This is an optimization exercise on Yosys and OpenROAD, whose aim is small area, a short achievable clock period and few clock cycles per item, not a production implementation.
Function was checked by simulation only, so behaviour that the tests miss may differ from the original.

## build 51
// EC_TOP
module EC_TOP(
    clk, rst_n, in_valid,
    in_Px, in_Py, in_Qx, in_Qy, in_prime, in_a,
    out_valid, out_Rx, out_Ry
);
export LEC_CHECK = 0
export ABC_AREA = 1
export CAP_MARGIN = 20
export CORE_MARGIN = 2
export CORE_UTILIZATION = 60
export CTS_BUF_LIST = sky130_fd_sc_hd__clkbuf_4 sky130_fd_sc_hd__clkbuf_8
export GPL_TIMING_DRIVEN = 0
export SLEW_MARGIN = 20
export SYNTH_HIERARCHICAL = 1
export SYNTH_MEMORY_MAX_BITS = 16384
create_clock -name core_clock -period 220.0 [get_ports {clk}]
standard.sh (not shown) runs the stock make flow with config.mk's settings and CLKGATE_MAP_FILE= SYNTH_SCRIPT=/design/flow/synth_recipe.tcl, a recipe that flattens the netlist after the stock synthesis.
==> flow/flow/run.sh <==
#!/bin/bash
# Own layout flow:
#  1. the standard synthesis (standard.sh synth), unchanged;
#  2. an area-oriented re-mapping (ABC amap) of the combinational standard
#     cells only: flip-flops, full/half adders and tie cells stay as they are,
#     so the registers keep their names and cell types;
#  3. the standard layout from floorplan to finish, with buf_1 port buffers.
# Each tool writes its full output to a log file in the work folder.
set -euo pipefail
W="$PWD"
RES="$W/orfs/results/$FLOW_PLATFORM/EC_TOP/base"
bash standard.sh synth > "$W/synth.log" 2>&1
cp "$RES/1_2_yosys.v" "$W/1_2_yosys_standard.v"
REMAP_IN="$W/1_2_yosys_standard.v" REMAP_OUT="$RES/1_2_yosys.v" \
  yosys -c flow/remap.tcl > "$W/remap.log" 2>&1
rm -f "$RES/1_synth.odb"
export BUFFER_PORTS_ARGS="-buffer_cell sky130_fd_sc_hd__buf_1"
bash standard.sh > "$W/layout.log" 2>&1
==> flow/flow/amap.abc <==
strash
dch
amap
topo
stime -c
==> flow/flow/remap.tcl <==
# Re-map the combinational cells of the standard synthesis for area.
# Flip-flops, full/half adders and tie cells are kept as they are.
yosys -import
set lib $::env(FLOW_HOME)/platforms/$::env(FLOW_PLATFORM)/lib/sky130_fd_sc_hd__tt_025C_1v80.lib
set top $::env(FLOW_TOP)
set flat $::env(PWD)/remap_flat.v
# 1. the other cells as their logic functions
read_liberty -ignore_miss_func $lib
read_verilog $::env(REMAP_IN)
hierarchy -check -top $top
blackbox sky130_fd_sc_hd__df* sky130_fd_sc_hd__fa_* sky130_fd_sc_hd__ha_* sky130_fd_sc_hd__conb_* {*}[expr {[info exists ::env(REMAP_KEEP)] ? $::env(REMAP_KEEP) : ""}]
flatten
opt_clean -purge
select $top
write_verilog -noattr -selected $flat
select -clear
design -reset
# 2. map that logic again
read_liberty -lib $lib
read_verilog $flat
hierarchy -check -top $top
techmap
opt -fast
set dont {}
foreach c {probe_p_8 probec_p_8 lpflow_*} { lappend dont -dont_use sky130_fd_sc_hd__$c }
abc -liberty $lib {*}$dont -script [file dirname [info script]]/amap.abc
opt_clean -purge
setundef -zero
hilomap -singleton -hicell sky130_fd_sc_hd__conb_1 HI -locell sky130_fd_sc_hd__conb_1 LO
insbuf -buf sky130_fd_sc_hd__buf_4 A X
opt_clean -purge
check -assert
tee -o $::env(PWD)/remap_stat.txt stat -liberty $lib
write_verilog -noattr -nohex -nodec $::env(REMAP_OUT)
Testbench counts of build 51, summed over its fixed seeds: cycles 3,208, items 3,200.
Here is what was changed in the inputs of build 96 compared with build 51.
# build 51
export LEC_CHECK = 0
export ABC_AREA = 1
export CAP_MARGIN = 20
export CORE_MARGIN = 2
export CORE_UTILIZATION = 60
export CTS_BUF_LIST = sky130_fd_sc_hd__clkbuf_4 sky130_fd_sc_hd__clkbuf_8
export GPL_TIMING_DRIVEN = 0
export SLEW_MARGIN = 20
export SYNTH_HIERARCHICAL = 1
export SYNTH_MEMORY_MAX_BITS = 16384
create_clock -name core_clock -period 220.0 [get_ports {clk}]
# build 96
export LEC_CHECK = 0
export ABC_AREA = 1
export CAP_MARGIN = 20
export CORE_MARGIN = 2
export CORE_UTILIZATION = 50
export CTS_BUF_LIST = sky130_fd_sc_hd__clkbuf_4 sky130_fd_sc_hd__clkbuf_8
export SLEW_MARGIN = 20
export SYNTH_HIERARCHICAL = 1
export SYNTH_MEMORY_MAX_BITS = 16384
create_clock -name core_clock -period 220.0 [get_ports {clk}]
## What came out
Compared with build 51, in build 96 number of filler instances in the final layout picked up an extra 622; sequential share of layout area neither gained nor lost much; area enclosed by the die boundary picked up an extra 19%; final clock period utilization by the worst path lost 0.43 points; final core utilization lost 11 points. Compared to build 51, build 96 has highest fanout seen on the critical path 2 lower. Build 96 against build 51: slack of the critical path has increased, final critical path time including I/O delays and setup has decreased, wire length has increased, maximum clock frequency has increased.
[inputs] build 53 vs build 96
# build 96
export LEC_CHECK = 0
export ABC_AREA = 1
export CAP_MARGIN = 20
export CORE_MARGIN = 2
export CORE_UTILIZATION = 50
export CTS_BUF_LIST = sky130_fd_sc_hd__clkbuf_4 sky130_fd_sc_hd__clkbuf_8
export SLEW_MARGIN = 20
export SYNTH_HIERARCHICAL = 1
export SYNTH_MEMORY_MAX_BITS = 16384
create_clock -name core_clock -period 220.0 [get_ports {clk}]
# build 53
export LEC_CHECK = 0
export ABC_AREA = 1
export CAP_MARGIN = 20
export CORE_MARGIN = 2
export CORE_UTILIZATION = 40
export SLEW_MARGIN = 20
export SYNTH_HIERARCHICAL = 1
export SYNTH_MEMORY_MAX_BITS = 16384
create_clock -name core_clock -period 220.0 [get_ports {clk}]
Results
What build 53 reported for die area has to be multiplied by 0.804 to get the figure for build 96. In build 53 the tightest hold margin turned out 0.031 ns higher than in build 96. Per the comparison of build 53 with build 96, fmax did not really move, cell area went up, wire length did not really move. Against build 96, shortest period the worst path allows in build 53 came out worse.
Input changes introduced in build 16 (baseline for comparison: build 53):
# build 53
export LEC_CHECK = 0
export ABC_AREA = 1
export CAP_MARGIN = 20
export CORE_MARGIN = 2
export CORE_UTILIZATION = 40
export SLEW_MARGIN = 20
export SYNTH_HIERARCHICAL = 1
export SYNTH_MEMORY_MAX_BITS = 16384
create_clock -name core_clock -period 220.0 [get_ports {clk}]
# build 16
export LEC_CHECK = 0
export ABC_AREA = 1
export CAP_MARGIN = 0
export CORE_MARGIN = 2
export CORE_UTILIZATION = 50
export CTS_BUF_LIST = sky130_fd_sc_hd__clkbuf_4 sky130_fd_sc_hd__clkbuf_8
export SLEW_MARGIN = 0
export SYNTH_HIERARCHICAL = 1
export SYNTH_MEMORY_MAX_BITS = 16384
create_clock -name core_clock -period 220.0 [get_ports {clk}]
### Flow results
Build 53 leaves less setup margin than build 16.
Build 16 does worse than build 53 on first-iteration DRC count.
The first-pass GRT wire length reported for build 16 is greater than that of build 53 by 0.37%.
Post-route cell area ends up higher on build 53.
Comparing build 16 and build 53, length of the first detailed-routing pass in iterations is lower on build 53.
Going from build 53 to build 16, die extent in x shrank by more than 10%.
Build 16 — non-clock buffer count 3 lower, build 53 as reference
Compared with build 53, build 16 shows a higher multi-input gate share of total cell area.
There was hardly any difference in share of post-route cells with drive strength above 1 between build 16 and build 53.
Relative to build 53, the floorplan die area measured on build 16 has decreased by more than 10%.

## afterwards: timing with drivers on the ports
How much do the figures lean on ideal ports? The routed layouts below were timed once more, with nothing changed but the port constraints. Step 1 assumes that a clkbuf_16 drives the clock port and a buf_2 every other input. Step 2 adds t to the input delays and takes it off the output delays; t is the mean of the earliest and latest rising clock arrival at the registers after step 1. Input paths then give back, and output paths get back, about the clock's delay inside the block. Three values: ideal ports, drivers, drivers and shift; two values: the first two.
| run | t, ns | setup WS [ns] | cell pins on the clock port's net |
|---|---|---|---|
| build 51 | 0.321 | 136.208 / 136.176 / 136.497 | 1 |
| build 96 | 0.322 | 137.149 / 137.117 / 137.439 | 1 |
| build 53 | 0.308 | 136.916 / 136.882 / 137.190 | 1 |
| build 16 | 0.322 | 137.149 / 137.117 / 137.439 | 1 |
After both steps setup and hold are still met in every run listed.
